From an optimization exercise on the open Yosys and OpenROAD flow, aimed at small area and a short achievable clock period; shortcuts taken in it are not production practice.
In this exercise RTL edits were held to simulation tests only and were not proved equivalent to the original.
No activity file was given, so power comes from the tool's default toggle rates.

### flow/design.v
module cpu_top(
    input wire clk,
    input wire rst_n,
    input wire [31:0] rData,
    input wire [31:0] inst,
    output wire [31:0] pc,
    output wire [31:0] display,
    output wire [31:0] addr,
    output wire [31:0] wData,
    output wire wen,
    output wire [31:0] rdata_19
);
assign display = inst;
assign pc = pc_r;
reg         rst_n_reg;
reg  [31:0] pc_r;
reg  [31:0] inst_ID;
reg  [3:0]  rs1_hi, rs2_hi;    
reg         valid_ID;
reg         first_ID;
reg  [31:0] rD1_EX;       
reg  [31:0] bq_EX;        
reg  [31:0] sd_EX;        
reg  [4:0]  wR_EX;
reg         A_reg, A_c, A_slot, A_wb;
reg         B_q, B_c, B_cn, B_slot, B_slotn, B_wb, B_wbn;
reg         S_reg, S_c, S_slot, S_wb;
reg         H_q, H_c, H_slot, H_wb;
reg         op_sub, op_and, op_or, op_xor, op_sll, op_srl, op_sra;
reg         RF_we_EX, Dram_we_EX, link_EX, load_EX;
reg         br_EX, jmp_EX, brlt_EX, brinv_EX;
reg  [7:0]  eqg_EX, ltg_EX;
wire breq_EX = &eqg_EX;
wire [3:0] eqh = {eqg_EX[7] & eqg_EX[6], eqg_EX[5] & eqg_EX[4], eqg_EX[3] & eqg_EX[2], eqg_EX[1] & eqg_EX[0]};
wire [3:0] lth = {ltg_EX[7] | eqg_EX[7] & ltg_EX[6], ltg_EX[5] | eqg_EX[5] & ltg_EX[4],
                  ltg_EX[3] | eqg_EX[3] & ltg_EX[2], ltg_EX[1] | eqg_EX[1] & ltg_EX[0]};
wire brlt_v  = lth[3] | eqh[3] & (lth[2] | eqh[2] & (lth[1] | eqh[1] & lth[0]));
wire npc_op_EX = jmp_EX | br_EX & ((brlt_EX ? brlt_v : breq_EX) ^ brinv_EX);
reg  [31:0] c_MEM;
reg  [31:0] slot_MEM;
reg  [4:0]  wR_MEM;
reg         RF_we_MEM, Dram_we_MEM, link_MEM, load_MEM;
reg  [31:0] RF_wd_WB;
reg  [4:0]  wR_WB;
reg         RF_we_WB;
wire [31:0] a = ({32{A_reg}}  & rD1_EX)
              | ({32{A_c}}    & c_MEM)
              | ({32{A_slot}} & slot_MEM)
              | ({32{A_wb}}   & RF_wd_WB);
wire [31:0] b = ({32{B_q}}     & bq_EX)
              | ({32{B_c}}     & c_MEM)
              | ({32{B_cn}}    & ~c_MEM)
              | ({32{B_slot}}  & slot_MEM)
              | ({32{B_slotn}} & ~slot_MEM)
              | ({32{B_wb}}    & RF_wd_WB)
              | ({32{B_wbn}}   & ~RF_wd_WB);
wire [31:0] rd2eff = ({32{S_reg}}  & sd_EX)
                   | ({32{S_c}}    & c_MEM)
                   | ({32{S_slot}} & slot_MEM)
                   | ({32{S_wb}}   & RF_wd_WB);
wire [31:0] ad_p = a ^ b;
wire [31:0] ad_g = a & b;
wire [32:0] ad_G [0:5];
wire [32:0] ad_P [0:5];
assign ad_G[0] = {ad_g, op_sub};
assign ad_P[0] = {ad_p, 1'b0};
genvar gl;
generate for (gl = 0; gl < 5; gl = gl + 1) begin : g_pfx
    for (gi = 0; gi < 33; gi = gi + 1) begin : g_bit
        if ((gi >> gl) & 1) begin : g_node
            assign ad_G[gl+1][gi] = ad_G[gl][gi] | (ad_P[gl][gi] & ad_G[gl][((gi >> gl) << gl) - 1]);
            assign ad_P[gl+1][gi] = ad_P[gl][gi] & ad_P[gl][((gi >> gl) << gl) - 1];
        end else begin : g_pass
            assign ad_G[gl+1][gi] = ad_G[gl][gi];
            assign ad_P[gl+1][gi] = ad_P[gl][gi];
        end
    end
end endgenerate
wire [31:0] sum = ad_p ^ ad_G[5][31:0];
wire [4:0]  shamt = ({5{H_q}}    & bq_EX[4:0])
                  | ({5{H_c}}    & c_MEM[4:0])
                  | ({5{H_slot}} & slot_MEM[4:0])
                  | ({5{H_wb}}   & RF_wd_WB[4:0]);
wire [31:0] a_rev;
genvar gi;
generate for (gi = 0; gi < 32; gi = gi + 1) begin : g_rev
    assign a_rev[gi] = a[31-gi];
end endgenerate
wire [31:0] sh_in = op_sll ? a_rev : a;
wire        sh_fill = op_sra & a[31];
wire [31:0] sh_out = $signed({sh_fill, sh_in}) >>> shamt;
wire [31:0] sh_rev;
generate for (gi = 0; gi < 32; gi = gi + 1) begin : g_rev2
    assign sh_rev[gi] = sh_out[31-gi];
end endgenerate
wire op_addsub = ~(op_and | op_or | op_xor | op_sll | op_srl | op_sra);
wire [31:0] c_other = ({32{op_and}} & (a & b))
                    | ({32{op_or}}  & (a | b))
                    | ({32{op_xor}} & (a ^ b))
                    | ({32{op_sll}} & sh_rev)
                    | ({32{op_srl | op_sra}} & sh_out);
wire [31:0] c_EX = op_addsub ? sum : c_other;
wire [31:0] regData_wb = link_MEM ? slot_MEM : (load_MEM ? rData : c_MEM);
assign addr  = c_MEM;
assign wData = slot_MEM;
assign wen   = Dram_we_MEM;
reg  [31:0] R [1:31];      
reg  [31:0] R19;
reg  [31:1] rvalid;
wire [4:0]  rs1 = inst_ID[19:15];
wire [4:0]  rs2 = inst_ID[24:20];
wire [31:1] s1, s2;
generate for (gi = 1; gi < 32; gi = gi + 1) begin : g_sel
    if (gi == 19) begin : g_s19
        assign s1[gi] = rs1_hi[gi >> 3] & (rs1[2:0] == (gi & 7));
        assign s2[gi] = rs2_hi[gi >> 3] & (rs2[2:0] == (gi & 7));
    end else begin : g_sn
        assign s1[gi] = rs1_hi[gi >> 3] & (rs1[2:0] == (gi & 7)) & rvalid[gi];
        assign s2[gi] = rs2_hi[gi >> 3] & (rs2[2:0] == (gi & 7)) & rvalid[gi];
    end
end endgenerate
wire [31:0] rf_rd1_n, rf_rd2_n;       
wire [31:0] rf_rd1 = ~rf_rd1_n;
wire [31:0] rf_rd2 = ~rf_rd2_n;
genvar gb;
generate for (gb = 0; gb < 32; gb = gb + 1) begin : g_rd
    wire [31:1] d;
    for (gi = 1; gi < 32; gi = gi + 1) begin : g_d
        if (gi == 19) begin : g_d19
            assign d[gi] = R19[gb];
        end else begin : g_dn
            assign d[gi] = R[gi][gb];
        end
    end
    rf_bit u_rd1(.sel(s1), .d(d), .o_n(rf_rd1_n[gb]));
    rf_bit u_rd2(.sel(s2), .d(d), .o_n(rf_rd2_n[gb]));
end endgenerate
always @(posedge clk or negedge rst_n)
    if (!rst_n) R19 <= 32'b0;
    else if (RF_we_WB && wR_WB == 5'd19) R19 <= RF_wd_WB;
generate for (gi = 1; gi < 32; gi = gi + 1) begin : g_rf
    if (gi != 19) begin : g_rn
        always @(posedge clk)
            if (RF_we_WB && wR_WB == gi) R[gi] <= RF_wd_WB;
        always @(posedge clk or negedge rst_n)
            if (!rst_n) rvalid[gi] <= 1'b0;
            else if (RF_we_WB && wR_WB == gi) rvalid[gi] <= 1'b1;
    end
end endgenerate
assign rdata_19 = R19;
wire [6:0] opc = inst_ID[6:0];
wire [2:0] f3  = inst_ID[14:12];
wire       b30 = inst_ID[30];
wire isR    = valid_ID & (opc == 7'b0110011) &
              ((f3 == 3'b000) | (f3 == 3'b101) |
               (~b30 & ((f3 == 3'b001) | (f3 == 3'b100) | (f3 == 3'b110) | (f3 == 3'b111))));
wire isI    = valid_ID & (opc == 7'b0010011) &
              ((f3 == 3'b000) | (f3 == 3'b100) | (f3 == 3'b110) | (f3 == 3'b111) |
               (f3 == 3'b101) | ((f3 == 3'b001) & ~b30));
wire isLW   = valid_ID & (opc == 7'b0000011) & (f3 == 3'b010);
wire isJALR = valid_ID & (opc == 7'b1100111) & (f3 == 3'b000);
wire isSW   = valid_ID & (opc == 7'b0100011) & (f3 == 3'b010);
wire isBR   = valid_ID & (opc == 7'b1100011) & ((f3 == 3'b000) | (f3 == 3'b001) | (f3 == 3'b100) | (f3 == 3'b101));
wire isLUI  = valid_ID & (opc == 7'b0110111);
wire isJAL  = valid_ID & (opc == 7'b1101111);
wire isDEF  = valid_ID & ~(isR | isI | isLW | isJALR | isSW | isBR | isLUI | isJAL);
wire rf_we  = isR | isI | isLW | isJALR | isLUI | isJAL;
wire use1   = isR | isI | isLW | isJALR | isSW | isBR;
wire use2   = isR | isSW | isBR;
wire asel   = isR | isI | isLW | isJALR | isSW | isDEF;
wire selImm = isI | isLW | isJALR | isSW | isBR | isJAL;
wire [7:0] eqg_ID, ltg_ID;
generate for (gi = 0; gi < 8; gi = gi + 1) begin : g_cmp
    assign eqg_ID[gi] = rf_rd1[4*gi+3:4*gi] == rf_rd2[4*gi+3:4*gi];
    if (gi == 7) begin : g_s
        assign ltg_ID[gi] = $signed(rf_rd1[31:28]) < $signed(rf_rd2[31:28]);
    end else begin : g_u
        assign ltg_ID[gi] = rf_rd1[4*gi+3:4*gi] < rf_rd2[4*gi+3:4*gi];
    end
end endgenerate
wire hE1 = RF_we_EX  & (wR_EX  == rs1) & (wR_EX  != 5'd0) & use1;
wire hM1 = RF_we_MEM & (wR_MEM == rs1) & (wR_MEM != 5'd0) & use1;
wire hW1 = RF_we_WB  & (wR_WB  == rs1) & (wR_WB  != 5'd0) & use1;
wire hE2 = RF_we_EX  & (wR_EX  == rs2) & (wR_EX  != 5'd0) & use2;
wire hM2 = RF_we_MEM & (wR_MEM == rs2) & (wR_MEM != 5'd0) & use2;
wire hW2 = RF_we_WB  & (wR_WB  == rs2) & (wR_WB  != 5'd0) & use2;
wire aluEX = ~link_EX & ~load_EX;
wire stall = (hE1 | hE2) & aluEX;
wire flushX = npc_op_EX | stall;
wire f1_slot = hE1 & link_EX;
wire f1_c    = hE1 & ~link_EX & (load_EX | hM1 | hW1);
wire f1_wbd  = ~hE1 & hM1;
wire f1_wbr  = ~hE1 & ~hM1 & hW1;           
wire f1_reg  = ~(f1_slot | f1_c | f1_wbd);
wire f2_slot = hE2 & link_EX;
wire f2_c    = hE2 & ~link_EX & (load_EX | hM2 | hW2);
wire f2_wbd  = ~hE2 & hM2;
wire f2_wbr  = ~hE2 & ~hM2 & hW2;
wire f2_reg  = ~(f2_slot | f2_c | f2_wbd);
wire [31:0] pc_ID   = first_ID ? 32'd0 : {pc_r[31:2] - 30'd1, pc_r[1:0]};
wire [31:0] link_ID = first_ID ? 32'd4 : pc_r;
wire [31:0] rd1_ID = f1_wbr ? RF_wd_WB : rf_rd1;
wire [31:0] rd2_ID = f2_wbr ? RF_wd_WB : rf_rd2;
wire [20:0] imm_I = {{9{inst_ID[31]}}, inst_ID[31:20]};
wire [20:0] imm_S = {{9{inst_ID[31]}}, inst_ID[31:25], inst_ID[11:7]};
wire [20:0] imm_B = {{9{inst_ID[31]}}, inst_ID[7], inst_ID[30:25], inst_ID[11:8], 1'b0};
wire [20:0] imm_J = {inst_ID[31], inst_ID[19:12], inst_ID[20], inst_ID[30:21], 1'b0};
wire [20:0] imm_ID = isSW ? imm_S : isBR ? imm_B : isJAL ? imm_J : imm_I;
wire a_on  = valid_ID & ~(isLUI & ~flushX);
wire a_fw  = asel;
wire b_on  = valid_ID & ~(isDEF & ~flushX);
wire aluI  = (isR | isI) & ~flushX;
wire d_sub = aluI & isR & (f3 == 3'b000) & b30;
wire d_and = aluI & (f3 == 3'b111);
wire d_or  = aluI & (f3 == 3'b110);
wire d_xor = aluI & (f3 == 3'b100);
wire d_sll = aluI & (f3 == 3'b001);
wire d_srl = aluI & (f3 == 3'b101) & ~b30;
wire d_sra = aluI & (f3 == 3'b101) & b30;
wire d_shift = d_sll | d_srl | d_sra;
always @(posedge clk) rst_n_reg <= rst_n;
always @(posedge clk or negedge rst_n)
    if (!rst_n)          pc_r <= 32'b0;
    else if (!rst_n_reg) pc_r <= 32'b0;
    else if (!stall)     pc_r <= npc_op_EX ? sum : pc_r + 32'd4;    
always @(posedge clk)
    if (!stall) begin
        inst_ID  <= inst;
        rs1_hi   <= 4'b0001 << inst[19:18];
        rs2_hi   <= 4'b0001 << inst[24:23];
        first_ID <= ~rst_n_reg;
    end
always @(posedge clk or negedge rst_n)
    if (!rst_n)          valid_ID <= 1'b0;
    else if (npc_op_EX)  valid_ID <= 1'b0;
    else if (!stall)     valid_ID <= 1'b1;
always @(posedge clk) begin
    rD1_EX <= a_fw ? rd1_ID : pc_ID;
    bq_EX  <= selImm ? {{11{imm_ID[20]}}, imm_ID} :
              isLUI  ? {inst_ID[31:12], 12'b0} :
              d_sub  ? ~rd2_ID : rd2_ID;
    sd_EX  <= (isJAL | isJALR) ? link_ID : rd2_ID;
    eqg_EX <= eqg_ID;
    ltg_EX <= ltg_ID;
    brlt_EX  <= f3[2];
    brinv_EX <= f3[0];
    wR_EX  <= inst_ID[11:7];
end
always @(posedge clk or negedge rst_n)
    if (!rst_n) begin
        A_reg <= 1'b0; A_c <= 1'b0; A_slot <= 1'b0; A_wb <= 1'b0;
        B_q <= 1'b0; B_c <= 1'b0; B_cn <= 1'b0; B_slot <= 1'b0; B_slotn <= 1'b0;
        B_wb <= 1'b0; B_wbn <= 1'b0;
        S_reg <= 1'b0; S_c <= 1'b0; S_slot <= 1'b0; S_wb <= 1'b0;
        H_q <= 1'b0; H_c <= 1'b0; H_slot <= 1'b0; H_wb <= 1'b0;
        op_sub <= 1'b0; op_and <= 1'b0; op_or <= 1'b0; op_xor <= 1'b0;
        op_sll <= 1'b0; op_srl <= 1'b0; op_sra <= 1'b0;
        RF_we_EX <= 1'b0; Dram_we_EX <= 1'b0; link_EX <= 1'b0; load_EX <= 1'b0;
        br_EX <= 1'b0; jmp_EX <= 1'b0;
    end else begin
        A_reg  <= a_on & (~a_fw | f1_reg);
        A_c    <= a_on &   a_fw & f1_c;
        A_slot <= a_on &   a_fw & f1_slot;
        A_wb   <= a_on &   a_fw & f1_wbd;
        B_q     <= selImm | (b_on & f2_reg);
        B_c     <= b_on & ~selImm & f2_c    & ~d_sub;
        B_cn    <= b_on & ~selImm & f2_c    &  d_sub;
        B_slot  <= b_on & ~selImm & f2_slot & ~d_sub;
        B_slotn <= b_on & ~selImm & f2_slot &  d_sub;
        B_wb    <= b_on & ~selImm & f2_wbd  & ~d_sub;
        B_wbn   <= b_on & ~selImm & f2_wbd  &  d_sub;
        H_q     <= d_shift & (selImm | f2_reg);
        H_c    <= d_shift & ~selImm & f2_c;
        H_slot <= d_shift & ~selImm & f2_slot;
        H_wb   <= d_shift & ~selImm & f2_wbd;
        S_reg  <= b_on & f2_reg;
        S_c    <= b_on & f2_c;
        S_slot <= b_on & f2_slot;
        S_wb   <= b_on & f2_wbd;
        op_sub <= d_sub; op_and <= d_and; op_or <= d_or; op_xor <= d_xor;
        op_sll <= d_sll; op_srl <= d_srl; op_sra <= d_sra;
        RF_we_EX   <= rf_we & ~flushX;
        Dram_we_EX <= isSW  & ~flushX;
        link_EX    <= isJAL | isJALR;
        load_EX    <= isLW;
        br_EX      <= isBR;
        jmp_EX     <= isJAL | isJALR;
    end
always @(posedge clk or negedge rst_n)
    if (!rst_n) begin
        c_MEM <= 32'b0;
        RF_we_MEM <= 1'b0; Dram_we_MEM <= 1'b0;
    end else begin
        c_MEM <= c_EX;
        RF_we_MEM <= RF_we_EX; Dram_we_MEM <= Dram_we_EX;
    end
always @(posedge clk) begin
    slot_MEM <= rd2eff;
    wR_MEM   <= wR_EX;
    link_MEM <= link_EX;
    load_MEM <= load_EX;
end
always @(posedge clk or negedge rst_n)
    if (!rst_n) RF_we_WB <= 1'b0;
    else        RF_we_WB <= RF_we_MEM;
always @(posedge clk) begin
    RF_wd_WB <= regData_wb;
    wR_WB    <= wR_MEM;
end
endmodule
module rf_bit(
    input  wire [31:1] sel,
    input  wire [31:1] d,
    output wire        o_n
);
wire [10:0] g;
genvar i;
generate for (i = 0; i < 10; i = i + 1) begin : g_grp
    rf_aoi3 u_aoi(.s(sel[3*i+3:3*i+1]), .d(d[3*i+3:3*i+1]), .o(g[i]));
end endgenerate
assign g[10] = ~(sel[31] & d[31]);
rf_and11 u_and(.x(g), .o(o_n));
endmodule
module rf_aoi3(
    input  wire [2:0] s,
    input  wire [2:0] d,
    output wire       o
);
assign o = ~|(s & d);
endmodule
module rf_and11(
    input  wire [10:0] x,
    output wire        o
);
assign o = &x;
endmodule
### flow/flow/run.sh
#!/bin/bash
set -uo pipefail
export BUFFER_PORTS_ARGS="-buffer_cell sky130_fd_sc_hd__buf_1"
export CTS_ARGS="-sink_clustering_enable -repair_clock_nets -sink_clustering_size 25 -sink_clustering_max_diameter 90 -dont_use_dummy_load"
bash standard.sh > standard.log 2>&1
status=$?
echo "standard.sh exited with $status"
exit $status
### flow/standard.sh
#!/bin/bash
# synth_recipe.tcl (not shown) runs the flow's synth.tcl, then flattens the netlist and writes it again
# the make line also repeats each setting of config.mk as NAME=value (left out here)
make -C /OpenROAD-flow-scripts/flow DESIGN_CONFIG=/design/flow/config.mk WORK_HOME=/design/flow/orfs CLKGATE_MAP_FILE= SYNTH_SCRIPT=/design/flow/synth_recipe.tcl "${@:-finish}"
### flow/config.mk
export PLATFORM = sky130hd
export DESIGN_NAME = cpu_top
export DESIGN_NICKNAME = cpu_top
export VERILOG_FILES = /design/flow/design.v
export SDC_FILE = /design/flow/constraint.sdc
export NUM_CORES = 4
export LEC_CHECK = 0
export CAP_MARGIN = 20
export CORE_MARGIN = 2
export CORE_UTILIZATION = 40
export CTS_CLUSTER_DIAMETER = 90
export CTS_CLUSTER_SIZE = 25
export PLACE_DENSITY = 0.5
export SETUP_SLACK_MARGIN = 4.7
export SLEW_MARGIN = 20
export SYNTH_HIERARCHICAL = 1
export SYNTH_MINIMUM_KEEP_SIZE = 0
### flow/constraint.sdc
create_clock -name core_clock -period 8.5 [get_ports {clk}]
set_input_delay 1.7000 -clock core_clock [delete_from_list [all_inputs] [get_ports {clk}]]
set_output_delay 1.7000 -clock core_clock [all_outputs]
set_load 0.01 [all_outputs]
==> results of run 1 <==
-- timing repair --
item,4_1_cts,5_1_grt
setup buffers,34,44
gates resized for setup,93,116
gates cloned,0,4
setup endpoints to repair,99,159
pin swaps,30,54
-- Yosys stat by module, one instance, submodules excluded --
| module | flops+latches | copies in the design | cells inside | area (um^2) |
|---|---|---|---|---|
| cpu_top | 1358 | 1 | 3966 | 55000 |
| rf_and11 | 0 | 64 | 4 | 27.5 |
| rf_aoi3 | 0 | 640 | 1 | 10.0 |
| rf_bit | 0 | 64 | 1 | 3.75 |
-- worst paths after layout --
kind                            start     endpoint  depth (start not counted)
setup / recovery              B_slotn    c_MEM[20]                         16
setup reg to reg              B_slotn    c_MEM[20]                         16
hold / removal             Dram_we_EX  Dram_we_MEM                          0
hold reg to reg            Dram_we_EX  Dram_we_MEM                          0
max in group asynchronous       rst_n   rvalid[14]                          2
min in group asynchronous       rst_n    c_MEM[29]                          1
-- routing by layer --
layer,GRT usage,vias up,part of all wire
met4,0.182,4,0.063
met1,0.442,26200,0.38
met3,0.0726,696,0.11
met5,0,-,0.000081
li1,-,21200,-
met2,0.530,3565,0.45
-- logic make-up after synthesis --
kind of cell               share of synthesized area
and+or+nand+nor                                0.107
buffers and inverters                         0.0258
muxes                                         0.0474
adders and majority gates                     0.0209
AOI/OAI and AO/OA                              0.183
DFF                                            0.600
xor gates and xnor gates                      0.0156
other                                      0.0000592
-- synth_stat cells, types with 10 or more instances --
| master | count | area share |
|---|---|---|
| a22oi_1 | 158 | 0.019 |
| a22o_1 | 11 | 0.0015 |
| or2_2 | 38 | 0.0038 |
| o21ai_0 | 218 | 0.017 |
| and4_1 | 10 | 0.0014 |
| nor2_1 | 167 | 0.0099 |
| o21a_1 | 10 | 0.0012 |
| nand3_1 | 140 | 0.011 |
| inv_1 | 119 | 0.0070 |
| nor2b_1 | 63 | 0.0062 |
| and3_1 | 79 | 0.0078 |
| a21oi_1 | 135 | 0.011 |
| buf_1 | 20 | 0.0012 |
| buf_2 | 19 | 0.0015 |
| buf_4 | 45 | 0.0053 |
| mux4_2 | 34 | 0.012 |
| nand3b_1 | 37 | 0.0044 |
| mux2i_1 | 166 | 0.026 |
| o211ai_1 | 39 | 0.0046 |
| nand4_1 | 143 | 0.014 |
| nand2_1 | 381 | 0.023 |
| a31oi_1 | 14 | 0.0014 |
| or3_1 | 22 | 0.0022 |
| dfrtp_1 | 161 | 0.064 |
| xor2_1 | 60 | 0.0083 |
| a221oi_1 | 42 | 0.0058 |
| clkbuf_1 | 165 | 0.0098 |
| ha_1 | 98 | 0.019 |
| a222oi_1 | 642 | 0.10 |
| and2_1 | 34 | 0.0034 |
| nand2b_1 | 20 | 0.0020 |
| mux2_2 | 50 | 0.0089 |
| a211oi_1 | 18 | 0.0021 |
| dfxtp_1 | 196 | 0.062 |
| nor3_1 | 57 | 0.0045 |
| o22ai_1 | 18 | 0.0018 |
| o31ai_1 | 29 | 0.0034 |
| a21o_1 | 15 | 0.0018 |
| xnor2_1 | 53 | 0.0073 |
| nor3_2 | 64 | 0.010 |
| edfxtp_1 | 1001 | 0.47 |
-- worst max-delay path, cell delays in order, from the launching register on --
cell and delay, ns:
dfrtp_2 0.43, buf_12 0.15, nor2b_4 0.12, a221oi_2 0.21
nand3_2 0.15, fa_2 0.44, a21oi_4 0.18, nand3b_1 0.20
buf_4 0.14, a21o_1 0.18, a211oi_4 0.09, buf_12 0.15
buf_4 0.13, o41ai_2 0.45, xnor2_2 0.25, o22ai_1 0.23
o21ai_0 0.13
-- per-stage QoR --
step           hold WS (ns)  cell area, um^2  total power [W]
6_report              0.352            70800           0.0121
5_1_grt               0.367            70800           0.0124
4_1_cts               0.356            69800           0.0121
3_5_place_dp          0.348            67400          0.00848
3_3_place_gp          0.358            67400          0.00847
2_1_floorplan         0.331            63400          0.00797
-- where the power goes --
| group | internal, W | leakage, nW | total [W] | switching [W] |
|---|---|---|---|---|
| combinational | 0.000297 | 10.8 | 0.000999 | 0.000702 |
| clock | 0.00152 | 0.887 | 0.00368 | 0.00217 |
| sequential | 0.00728 | 12.8 | 0.00743 | 0.000145 |
-- final cells by class --
| cell class | count | area [um^2] |
|---|---|---|
| inverter | 122 | 458 |
| sequential | 1358 | 38000 |
| fill | 14600 | 87000 |
| multi-input combinational | 3193 | 24800 |
| timing repair buffer | 492 | 3130 |
| clock buffer | 72 | 1800 |
| antenna | 3 | 7.51 |
| tap | 2072 | 2590 |
==> summary.txt, run 1 <==
CTS tree done; total number of vias slightly above 50000; DP Worst Slack around 3.6 ns; worst slew pin tran 1.09 ns; #FFs+latches synth around 1400; Max FO, Critical Path 8; Die Ht roughly 400 um; CTS buffer count 72; First-pass DRT Iterations 14; vias in the first global route between 40000 and 50000; Worst Setup End Kind register; Die W just over 400 um; Vias per Instance between 7 and 8; sequential area share after synthesis 0.600; number of flip-flops in the largest register 960; # clock sinks 1358; cts hold-fix bufs 0; post-synthesis cell type count just under 90; most frequent cells in the layout edfxtp_1 (1001), a222oi_1 (642), nand2_1 (366); Final setup viols 0; Nets between 5000 and 6000; boundary pin count between 200 and 250; Util after Layout 0.449; routed length per placed instance between 30 and 40 um; worst skew pair latency 0.73 ns; All-Layer GR Usage 0.339; Post-synth top flop edfxtp_1; reg-to-reg slack, setup 4.68 ns; first-pass GRT wire length approximately 400 mm; Peak VDD IR approximately 0.15 mV; Ys Warns 8; core area approximately 160000 um^2; CTS H-tree depth 3; DP Cell Count a little over 7000; Slew Viols, Final 0; initial antenna violation count 5; site row count approximately 150; Async SR Flop Fraction 0.119; Avg Cell Area, Syn about 13 um^2; clk_skew just over 0.07 ns; Antenna Nets Post-Route 0; Post-DP HPWL roughly 190 mm; largest net degree at the start of global routing 120; Remaining Overflow, GRT 0; Hold Path Class register to register; Pwr Density about 170 nW/um^2; final worst slack about 4.7 ns; clock slew at reported path FFs about 0.09 ns; synthesized area 63400 um^2; CTS Buffer Depth 3; Hold Vio Cnt, Final 0; CP Launch Type register; Layout area overhead 11.7%; Initial Utilization 0.402; period utilization 0.450; commonest non-fill, non-tap cell in the layout edfxtp_1; CTS root buf clkbuf_16; DRT Wirelength about 290 mm; Die Area approximately 160000 um^2; share of cells above drive strength 1 0.141; WP data arrival around 4.3 ns; GP Congestion ~1.1; Max Fclk 0.261 GHz; setup_tns 0 ns; DRC violations left 0; PortBufs around 230; Leak Pwr 24.5 nW; Non-Filler Instances 7312; Post-Synthesis Cells ~4900; Slew HR 0.270; minimum clock period around 3.8 ns; outcome timing/DRC/antenna clean; max-cap violations 0; Post-synth EDFFs around 1000; Iter 0 DRT Violations between 9000 and 10000; Worst Path Required ~9.0 ns; RSZ-0062 raised after global routing true; critical setup path kind register to register; Most flops, register R
==> inputs of run 2 (changes only) <==
--- a/flow/design.v
+++ b/flow/design.v
@@ -17,3 +17,2 @@
 reg  [31:0] inst_ID;
-reg  [3:0]  rs1_hi, rs2_hi;    
 reg         valid_ID;
@@ -31,8 +30,5 @@
 reg         br_EX, jmp_EX, brlt_EX, brinv_EX;
-reg  [7:0]  eqg_EX, ltg_EX;
-wire breq_EX = &eqg_EX;
-wire [3:0] eqh = {eqg_EX[7] & eqg_EX[6], eqg_EX[5] & eqg_EX[4], eqg_EX[3] & eqg_EX[2], eqg_EX[1] & eqg_EX[0]};
-wire [3:0] lth = {ltg_EX[7] | eqg_EX[7] & ltg_EX[6], ltg_EX[5] | eqg_EX[5] & ltg_EX[4],
-                  ltg_EX[3] | eqg_EX[3] & ltg_EX[2], ltg_EX[1] | eqg_EX[1] & ltg_EX[0]};
-wire brlt_v  = lth[3] | eqh[3] & (lth[2] | eqh[2] & (lth[1] | eqh[1] & lth[0]));
+reg  [31:0] rs1raw_EX;    
+wire breq_EX = (rs1raw_EX == sd_EX);
+wire brlt_v  = $signed(rs1raw_EX) < $signed(sd_EX);
 wire npc_op_EX = jmp_EX | br_EX & ((brlt_EX ? brlt_v : breq_EX) ^ brinv_EX);
@@ -114,7 +110,7 @@
     if (gi == 19) begin : g_s19
-        assign s1[gi] = rs1_hi[gi >> 3] & (rs1[2:0] == (gi & 7));
-        assign s2[gi] = rs2_hi[gi >> 3] & (rs2[2:0] == (gi & 7));
+        assign s1[gi] = (rs1 == gi);
+        assign s2[gi] = (rs2 == gi);
     end else begin : g_sn
-        assign s1[gi] = rs1_hi[gi >> 3] & (rs1[2:0] == (gi & 7)) & rvalid[gi];
-        assign s2[gi] = rs2_hi[gi >> 3] & (rs2[2:0] == (gi & 7)) & rvalid[gi];
+        assign s1[gi] = (rs1 == gi) & rvalid[gi];
+        assign s2[gi] = (rs2 == gi) & rvalid[gi];
     end
@@ -171,11 +167,2 @@
 wire selImm = isI | isLW | isJALR | isSW | isBR | isJAL;
-wire [7:0] eqg_ID, ltg_ID;
-generate for (gi = 0; gi < 8; gi = gi + 1) begin : g_cmp
-    assign eqg_ID[gi] = rf_rd1[4*gi+3:4*gi] == rf_rd2[4*gi+3:4*gi];
-    if (gi == 7) begin : g_s
-        assign ltg_ID[gi] = $signed(rf_rd1[31:28]) < $signed(rf_rd2[31:28]);
-    end else begin : g_u
-        assign ltg_ID[gi] = rf_rd1[4*gi+3:4*gi] < rf_rd2[4*gi+3:4*gi];
-    end
-end endgenerate
 wire hE1 = RF_we_EX  & (wR_EX  == rs1) & (wR_EX  != 5'd0) & use1;
@@ -228,4 +215,2 @@
         inst_ID  <= inst;
-        rs1_hi   <= 4'b0001 << inst[19:18];
-        rs2_hi   <= 4'b0001 << inst[24:23];
         first_ID <= ~rst_n_reg;
@@ -241,5 +226,4 @@
               d_sub  ? ~rd2_ID : rd2_ID;
-    sd_EX  <= (isJAL | isJALR) ? link_ID : rd2_ID;
-    eqg_EX <= eqg_ID;
-    ltg_EX <= ltg_ID;
+    sd_EX  <= (isJAL | isJALR) ? link_ID : (isBR ? rf_rd2 : rd2_ID);
+    rs1raw_EX <= rf_rd1;
     brlt_EX  <= f3[2];
==> run 2 against run 1 <==
  * Synthesized area grew 1.2%
  * Worst setup slack lost 0.15 ns
  * Sequential share of layout area shrank 0.47 points
  * Register-to-register slack lost 0.15 ns
  * Combinational power shrank 2.9%
  * Fmax shrank 3.8%
  * Critical path type unchanged
  * Largest cell class unchanged
==> summary.txt, run 2 <==
Hold Path Stages 0 (unchanged); core area 159000 um^2 (+0.58%); # clock sinks 1366 (+0.59%); Max FO, Critical Path 5 (-3); Slew HR 0.185 (-0.0848); Area after DPL 67800 um^2 (+0.66%); Post-Synthesis Cells 5051 (+2.5%); CTS root buf clkbuf_16; post-synthesis cell type count 96 (+10%); Peak VDD IR 0.143 mV (-4.2%); most frequent cell after synthesis edfxtp_1; PortBufs 226 (unchanged); share of cells above drive strength 1 0.142 (+0.000805); GP Congestion 1.00 (-5.8%); Total Power 0.0122 W (+0.67%); Worst Setup End Kind register; routed length per placed instance 40.9 um (+4.8%); Final setup viols 0 (unchanged); First-pass DRT Iterations 14 (unchanged); Vias per Instance 7.17 (+1.6%); Sequential Power Share 0.614 (about the same); Max Fclk 0.252 GHz (-3.8%); #FFs+latches synth 1366 (+0.59%); Layout area overhead 11.7% (about the same); setup_tns 0 ns (unchanged); Worst Path Required 9.08 ns (+0.08 ns); top cells by area, synth edfxtp_1 (46%), a222oi_1 (10%), dfxtp_1 (6.6%); final instance area 71700 um^2 (+1.2%); multi-input logic area 25300 um^2 (+2.1%); first-pass GRT wire length 406 mm (+4.5%); Post-DP HPWL 193 mm (+2.8%); reg-to-reg slack, setup 4.52 ns (-0.15 ns); largest net degree at the start of global routing 65 (-46%); share of the synthesized area in the top cell type 0.465 (-0.00945); Die Ht 404 um (+0.60%); DRC violations left 0 (unchanged); DRT Wirelength 303 mm (+6.3%); worst skew pair latency 0.77 ns (+0.04 ns); CTS Buffer Depth 3 (unchanged); launch point of the worst reg-to-reg path B_cn; sequential cell area 38200 um^2 (+0.33%); CTS H-tree depth 3 (unchanged); Util after Layout 0.452 (+0.00286); WP data arrival 4.56 ns (+0.24 ns); site row count 146 (unchanged); Die Area 164000 um^2 (+1.2%); Antenna Nets Post-Route 0 (unchanged); largest area contributor in the netlist edfxtp_1; Die W 404 um (+0.60%); synthesized area 64200 um^2 (+1.2%); All-Layer GR Usage 0.357 (+0.0175); CTS buffer count 73 (+1.4%); most frequent cells in the layout edfxtp_1 (993), a222oi_1 (641), nand2_1 (360); CTS tree done; RSZ-0062 raised after global routing true; worst r2r path cells 14 (-2); Initial Utilization 0.404 (+0.00255); total number of vias 53100 (+3.0%); Pwr Density 170 nW/um^2 (-0.54%); Iter 0 DRT Violations 10700 (+15%); Synth top cells by count edfxtp_1 (993), a222oi_1 (641), nand2_1 (367), nor2_1 (226), dfxtp_1 (212); Pint 0.00911 W (+0.15%); Async SR Flop Fraction 0.118 (-0.000694); hold_sp RF_we_MEM; Clock power frac 0.306 (+0.002); Leak Pwr 24.9 nW (+1.7%); Hold Path Class register to register; Combinational Power Share 0.080 (-0.003); Post-synth EDFFs 993 (-0.80%); outcome timing/DRC/antenna clean; Slew Viols, Final 0 (unchanged); Remaining Overflow, GRT 0 (unchanged); Post-synth top flop edfxtp_1; sequential area share after synthesis 0.594 (-0.00597); Hold Vio Cnt, Final 0 (unchanged); Most flops, register R; Nets 5505 (+1.8%); number of flip-flops in the largest register 960 (unchanged); Sw Pwr 0.00308 W (+2.2%); period utilization 0.468 (+0.0177); Avg Cell Area, Syn 12.7 um^2 (-1.3%); vias in the first global route 48200 (-1.3%); Ys Warns 8 (unchanged); worst hold endpoint RF_we_WB; switching fraction of total power 0.253 (+0.00386); cts hold-fix bufs 0 (unchanged); clock slew at reported path FFs 0.10 ns (about the same); minimum clock period 3.98 ns (+0.151 ns); critical setup path kind register to register; worst slew pin tran 1.22 ns (+0.132 ns); initial antenna violation count 13 (+8); boundary pin count 227 (unchanged); CP Launch Type register; max-cap violations 0 (unchanged); Reg2Reg Capture Point c_MEM[30]; clk_skew 0.133 ns (+0.0607 ns); commonest non-fill, non-tap cell in the layout edfxtp_1; Fill cells 14500 (-0.54%)
## run 2: worst max-delay path, cell delays in order, from the launching register on
cell      delay (ns)
dfrtp_4         0.51
buf_4           0.20
nor2b_1         0.14
a221oi_1        0.37
nand3_2         0.25
ha_1            0.42
inv_1           0.18
o21bai_4        0.13
o31a_1          0.37
o211ai_1        0.18
nand3b_1        0.19
a311oi_2        0.40
xnor2_1         0.25
nor2_1          0.10
a31oi_1         0.16
## run 2: layer usage
metal | global-route usage | part of all wire
met3 | 0.102 | 0.13
met2 | 0.509 | 0.42
met4 | 0.150 | 0.049
met5 | 0 | 0.00018
met1 | 0.506 | 0.40
## run 2: what timing repair did
action                     in CTS  in global routing
gates resized for setup       136                137
gates cloned                    3                  4
pin swaps                      44                 73
setup endpoints to repair     176                158
setup buffers                  35                 47
hold endpoints to repair        0                  0
## run 2: logic make-up (layout without fill, tap and decap cells)
kind of cell,after synthesis,after routing,synth area share
adders and majority gates,103,103,0.0207
AOI/OAI and AO/OA,1439,1439,0.181
DFF,1366,1366,0.594
buffers and inverters,442,720,0.0314
and+or+nand+nor,1347,1351,0.111
muxes,253,253,0.0479
xor gates and xnor gates,100,100,0.0137
other,1,8,0.0000584
## run 2: final cells by class
class / count / share of cell area
Sequential cell: 1366 / 0.532
Timing Repair Buffer: 483 / 0.0437
Tap cell: 2072 / 0.0362
Antenna cell: 6 / 0.000209
Clock buffer: 73 / 0.0255
Multi-Input combinational cell: 3248 / 0.353
Inverter: 164 / 0.00876
## run 2: how the worst max path moves through the flow
stage	start	to	slack [ns]
after floorplan	RF_wd_WB[2]	c_MEM[16]	4.76
after global placement	sd_EX[19]	H_c	3.65
after detailed placement	sd_EX[19]	H_q	3.62
after CTS	B_wb	pc_r[31]	4.66
after global routing	B_wb	pc_r[25]	4.45
final	B_cn	c_MEM[30]	4.52
## run 2: power by group through the flow
stage | Clock (W) | Sequential, W | Combinational, W
floorplan | 0 | 0.00756 | 0.000400
global placement | 0 | 0.00763 | 0.000841
detailed placement | 0 | 0.00764 | 0.000841
CTS | 0.00377 | 0.00748 | 0.000900
global route | 0.00398 | 0.00749 | 0.00100
finish | 0.00373 | 0.00749 | 0.000970
## run 2: modules after synthesis, one instance, submodules excluded
module,times used,cells,flops+latches
cpu_top,1,4091,1366
rf_and11,64,4,0
rf_aoi3,640,1,0
rf_bit,64,1,0
## run 2: per-stage QoR
stage | cells | hold WS [ns] | setup slack [ns]
global placement | 7244 | 0.353 | 3.65
global route | 7406 | 0.339 | 4.45
detailed placement | 7244 | 0.351 | 3.62
CTS | 7355 | 0.334 | 4.66
finish | 7412 | 0.343 | 4.52
floorplan | 5052 | 0.331 | 4.76
==> inputs of run 3 (changes only) <==
--- a/flow/design.v
+++ b/flow/design.v
@@ -30,5 +30,8 @@
 reg         br_EX, jmp_EX, brlt_EX, brinv_EX;
-reg  [31:0] rs1raw_EX;    
-wire breq_EX = (rs1raw_EX == sd_EX);
-wire brlt_v  = $signed(rs1raw_EX) < $signed(sd_EX);
+reg  [7:0]  eqg_EX, ltg_EX;
+wire breq_EX = &eqg_EX;
+wire [3:0] eqh = {eqg_EX[7] & eqg_EX[6], eqg_EX[5] & eqg_EX[4], eqg_EX[3] & eqg_EX[2], eqg_EX[1] & eqg_EX[0]};
+wire [3:0] lth = {ltg_EX[7] | eqg_EX[7] & ltg_EX[6], ltg_EX[5] | eqg_EX[5] & ltg_EX[4],
+                  ltg_EX[3] | eqg_EX[3] & ltg_EX[2], ltg_EX[1] | eqg_EX[1] & ltg_EX[0]};
+wire brlt_v  = lth[3] | eqh[3] & (lth[2] | eqh[2] & (lth[1] | eqh[1] & lth[0]));
 wire npc_op_EX = jmp_EX | br_EX & ((brlt_EX ? brlt_v : breq_EX) ^ brinv_EX);
@@ -117,5 +120,3 @@
 end endgenerate
-wire [31:0] rf_rd1_n, rf_rd2_n;       
-wire [31:0] rf_rd1 = ~rf_rd1_n;
-wire [31:0] rf_rd2 = ~rf_rd2_n;
+wire [31:0] rf_rd1, rf_rd2;
 genvar gb;
@@ -130,4 +131,4 @@
     end
-    rf_bit u_rd1(.sel(s1), .d(d), .o_n(rf_rd1_n[gb]));
-    rf_bit u_rd2(.sel(s2), .d(d), .o_n(rf_rd2_n[gb]));
+    rf_bit u_rd1(.sel(s1), .d(d), .o(rf_rd1[gb]));
+    rf_bit u_rd2(.sel(s2), .d(d), .o(rf_rd2[gb]));
 end endgenerate
@@ -167,2 +168,11 @@
 wire selImm = isI | isLW | isJALR | isSW | isBR | isJAL;
+wire [7:0] eqg_ID, ltg_ID;
+generate for (gi = 0; gi < 8; gi = gi + 1) begin : g_cmp
+    assign eqg_ID[gi] = rf_rd1[4*gi+3:4*gi] == rf_rd2[4*gi+3:4*gi];
+    if (gi == 7) begin : g_s
+        assign ltg_ID[gi] = $signed(rf_rd1[31:28]) < $signed(rf_rd2[31:28]);
+    end else begin : g_u
+        assign ltg_ID[gi] = rf_rd1[4*gi+3:4*gi] < rf_rd2[4*gi+3:4*gi];
+    end
+end endgenerate
 wire hE1 = RF_we_EX  & (wR_EX  == rs1) & (wR_EX  != 5'd0) & use1;
@@ -226,4 +236,5 @@
               d_sub  ? ~rd2_ID : rd2_ID;
-    sd_EX  <= (isJAL | isJALR) ? link_ID : (isBR ? rf_rd2 : rd2_ID);
-    rs1raw_EX <= rf_rd1;
+    sd_EX  <= (isJAL | isJALR) ? link_ID : rd2_ID;
+    eqg_EX <= eqg_ID;
+    ltg_EX <= ltg_ID;
     brlt_EX  <= f3[2];
@@ -297,3 +308,3 @@
     input  wire [31:1] d,
-    output wire        o_n
+    output wire        o
 );
@@ -305,3 +316,11 @@
 assign g[10] = ~(sel[31] & d[31]);
-rf_and11 u_and(.x(g), .o(o_n));
+wire [3:0] h;
+wire [1:0] k;
+rf_nand3 u_h0(.a(g[0]), .b(g[1]), .c(g[2]), .y(h[0]));
+rf_nand3 u_h1(.a(g[3]), .b(g[4]), .c(g[5]), .y(h[1]));
+rf_nand3 u_h2(.a(g[6]), .b(g[7]), .c(g[8]), .y(h[2]));
+rf_nand2 u_h3(.a(g[9]), .b(g[10]), .y(h[3]));
+rf_nor2  u_k0(.a(h[0]), .b(h[1]), .y(k[0]));
+rf_nor2  u_k1(.a(h[2]), .b(h[3]), .y(k[1]));
+rf_nand2 u_o (.a(k[0]), .b(k[1]), .y(o));
 endmodule
@@ -314,7 +333,10 @@
 endmodule
-module rf_and11(
-    input  wire [10:0] x,
-    output wire        o
-);
-assign o = &x;
+module rf_nand3(input wire a, input wire b, input wire c, output wire y);
+assign y = ~(a & b & c);
+endmodule
+module rf_nand2(input wire a, input wire b, output wire y);
+assign y = ~(a & b);
+endmodule
+module rf_nor2(input wire a, input wire b, output wire y);
+assign y = ~(a | b);
 endmodule
==> run 3 against run 2 <==
  * Register-to-register slack is essentially flat
  * Fmax is essentially flat
  * Worst setup slack gained 0.0033 ns
  * Clock power shrank 2%
  * Sequential share of layout area grew 0.21 points
  * Routed wire length shrank 4.3%
  * Hold slack gained 0.019 ns
  * Cell count grew 0.19%
  * Critical endpoint is now bq_EX[4]
  * Largest cell class unchanged
==> summary.txt, run 3 <==
outcome timing/DRC/antenna clean; routed length per placed instance 39.0 um (-4.5%); Final setup viols 0 (unchanged); Async SR Flop Fraction 0.119 (+0.00140); most frequent cell after synthesis edfxtp_1; site row count 146 (unchanged); clk_skew 0.0823 ns (-0.0512 ns); most frequent cells in the layout edfxtp_1 (993), a222oi_1 (670), nand2_1 (412); CP Launch Type register; CTS root buf clkbuf_16; Post-DP HPWL 186 mm (-3.4%); Hold Vio Cnt, Final 0 (unchanged); Clock power frac 0.295 (-0.011); First-pass DRT Iterations 13 (-1); RSZ-0062 raised after global routing true; GP Congestion 1.03 (+2.2%); CTS Buffer Depth 3 (unchanged); Synth top cells by count edfxtp_1 (993), a222oi_1 (670), nand2_1 (435), nor2_1 (346), nand3_1 (266); Hold Path Class register to register; Most flops, register R; switching fraction of total power 0.262 (+0.00934); period utilization 0.467 (about the same); total number of vias 51600 (-2.8%); Worst Path Required 9.05 ns (-0.03 ns); DRC violations left 0 (unchanged); number of flip-flops in the largest register 960 (unchanged); Avg Cell Area, Syn 12.6 um^2 (-1.2%); Area after DPL 67300 um^2 (-0.76%); max-cap violations 0 (unchanged); #FFs+latches synth 1350 (-1.2%); CTS buffer count 71 (-2.7%); CTS tree done; critical setup path kind register to register; Max Fclk 0.252 GHz (about the same); Max FO, Critical Path 32 (+27); Worst path top cell family by delay simple AND/OR/NAND/NOR gates; PortBufs 226 (unchanged); slowest stage delay, CP 0.52 ns (about the same); multi-input logic area 25100 um^2 (-1.1%); Sw Pwr 0.00324 W (+5.2%); Worst Setup End Kind register; Die Ht 402 um (-0.52%); final instance area 70800 um^2 (-1.2%); Antenna Nets Post-Route 0 (unchanged); Initial Utilization 0.402 (-0.00235); clock slew at reported path FFs 0.10 ns (about the same); sequential cell area 37800 um^2 (-0.83%); minimum clock period 3.97 ns (-0.00327 ns); Pint 0.00913 W (+0.21%); Total Power 0.0124 W (+1.5%); Die W 402 um (-0.52%); Peak VDD IR 0.129 mV (-9.8%); top cells by area, synth edfxtp_1 (47%), a222oi_1 (11%), dfrtp_1 (6.3%); Post-synth top flop edfxtp_1; CP bufs+invs 2 (unchanged); worst skew pair latency 0.72 ns (-0.05 ns); Post-synth EDFFs 993 (unchanged); vias in the first global route 48000 (-0.37%); Post-Synthesis Cells 5058 (+0.14%); Fill cells 14500 (-0.17%); boundary pin count 227 (unchanged); Layout area overhead 11.5%; Slew HR 0.260 (+0.0747); DRT Wirelength 290 mm (-4.3%); Remaining Overflow, GRT 0 (unchanged); initial antenna violation count 12 (-1); cts hold-fix bufs 0 (unchanged); slowest library cell on the worst path nor2_1; Slew Viols, Final 0 (unchanged); largest net degree at the start of global routing 67 (+3.1%); Iter 0 DRT Violations 10500 (-2.3%); CTS H-tree depth 3 (unchanged); first-pass GRT wire length 390 mm (-4.1%); sequential area share after synthesis 0.595 (+0.00119); Sequential Power Share 0.608 (-0.006); All-Layer GR Usage 0.342 (-0.0153); worst slew pin tran 1.11 ns (-0.110 ns); Nets 5519 (+0.25%); setup_tns 0 ns (unchanged); Leak Pwr 24.9 nW (-0.16%); crit path cell chain buf_4 > and2_1 > nor2b_2 > and3_1 > buf_6 > a222oi_1 > nand3_1 > nor2_1 > nand2_1 > mux2i_1 > xor2_1 > o22ai_1; WP data arrival 4.52 ns (-0.04 ns); Ys Warns 8 (unchanged); post-synthesis cell type count 95 (-1.0%); Pwr Density 175 nW/um^2 (+2.7%); # clock sinks 1350 (-1.2%); Combinational Power Share 0.097 (+0.017); synthesized area 63500 um^2 (-1.0%); share of the synthesized area in the top cell type 0.470 (+0.00488); Die Area 162000 um^2 (-1.0%); commonest non-fill, non-tap cell in the layout edfxtp_1; Vias per Instance 6.95 (-3.0%); share of cells above drive strength 1 0.132 (-0.0101); hold_ws 0.362 ns (+0.0191 ns); largest area contributor in the netlist edfxtp_1; core area 158000 um^2 (-0.46%)
run 3: area by class of cell:
class                      count  area share
timing repair inverter         1   0.0000707
tap                         2072      0.0366
sequential                  1350       0.534
inverter                     155     0.00827
antenna                        6    0.000212
clock buffer                  71      0.0251
timing repair buffer         461      0.0414
multi-input combinational   3310       0.354
run 3: what timing repair did:
| item | in CTS | in global routing |
|---|---|---|
| pin swaps | 12 | 39 |
| setup buffers | 29 | 39 |
| endpoints found under the setup margin | 159 | 106 |
| cloned | 1 | 1 |
| gates resized for setup | 132 | 148 |
run 3: kinds of logic after synthesis:
| family | synth area share |
|---|---|
| simple gates | 0.107 |
| flops | 0.595 |
| compound gates | 0.173 |
| buf+inv | 0.0282 |
| mux | 0.0598 |
| xor+xnor | 0.0156 |
| fa+ha+maj | 0.0209 |
| other cells | 0.0000591 |
run 3: worst reg2reg max path: stages (launching register included):
cell and delay (ns):
edfxtp_1 0.37, buf_4 0.19, and2_1 0.25, nor2b_2 0.23
and3_1 0.18, buf_6 0.22, a222oi_1 0.45, nand3_1 0.35
nor2_1 0.53, nand2_1 0.32, mux2i_1 0.43, xor2_1 0.20
o22ai_1 0.10
run 3: power by group through the flow:
stage / sequential (W) / combinational [W] / clock, W
floorplan: 0.00761 / 0.000454 / 0
global placement: 0.00769 / 0.00102 / 0
detailed placement: 0.00769 / 0.00102 / 0
CTS: 0.00753 / 0.00107 / 0.00368
global route: 0.00753 / 0.00124 / 0.00388
finish: 0.00753 / 0.00120 / 0.00365
run 3: modules after synthesis (local to each module, per instance):
module,cell area [um^2],cells,flip-flops and latches,copies in the design
rf_aoi3,10.0,1,0,640
rf_nand3,5.00,1,0,192
rf_bit,3.75,1,0,64
rf_nand2,3.75,1,0,128
rf_nor2,3.75,1,0,128
cpu_top,54900,3906,1350,1
run 3: routing by layer:
| layer | track usage | wire (um) | part of all wire | vias up |
|---|---|---|---|---|
| li1 | - | - | - | 21300 |
| met1 | 0.466 | 112000 | 0.39 | 26100 |
| met2 | 0.504 | 123000 | 0.43 | 3678 |
| met3 | 0.0691 | 33200 | 0.11 | 633 |
| met4 | 0.202 | 21400 | 0.074 | 8 |
| met5 | 0 | 40 | 0.00014 | - |
run 3: final timing paths:
path	from	to	slack [ns]	depth (start not counted)
min in group asynchronous	rst_n	R19[0]	1.01	1
setup / recovery	inst_ID[21]	bq_EX[4]	4.53	12
max in group asynchronous	rst_n	pc_r[18]	5.64	3
hold / removal	Dram_we_EX	Dram_we_MEM	0.36	0
setup reg to reg	inst_ID[21]	bq_EX[4]	4.53	12
hold reg to reg	Dram_we_EX	Dram_we_MEM	0.36	0
run 3: through the flow:
step	utilization	std cells	setup WS, ns
final	0.448	7426	4.53
after global routing	0.448	7420	4.64
after CTS	0.441	7380	4.62
after detailed placement	0.426	7279	4.16
after global placement	0.426	7279	4.18
after floorplan	-	5059	4.88

==> re-timing with driven ports <==
In the flow no input, the clock included, has a driving cell. The finished layouts below were timed again as built, in two steps.
Step 1 assumes that a clkbuf_16 drives the clock port and a buf_2 every other input.
Step 2 adds t to the input delays and takes it off the output delays; t is the mean of the earliest and latest rising clock arrival at the registers after step 1. Input paths then give back, and output paths get back, about the clock's delay inside the block.
Three values: ideal, step 1, step 2; two values: the first two.
run	t, ns	setup slack, ns	latest minus earliest clock arrival (ns)
run 1	0.772	4.676 / 4.676 / 4.676	0.079 / 0.079
run 2	0.784	4.525 / 4.525 / 4.525	0.140 / 0.140
run 3	0.768	4.528 / 4.528 / 4.528	0.083 / 0.083
After both steps setup and hold are still met in every run listed.
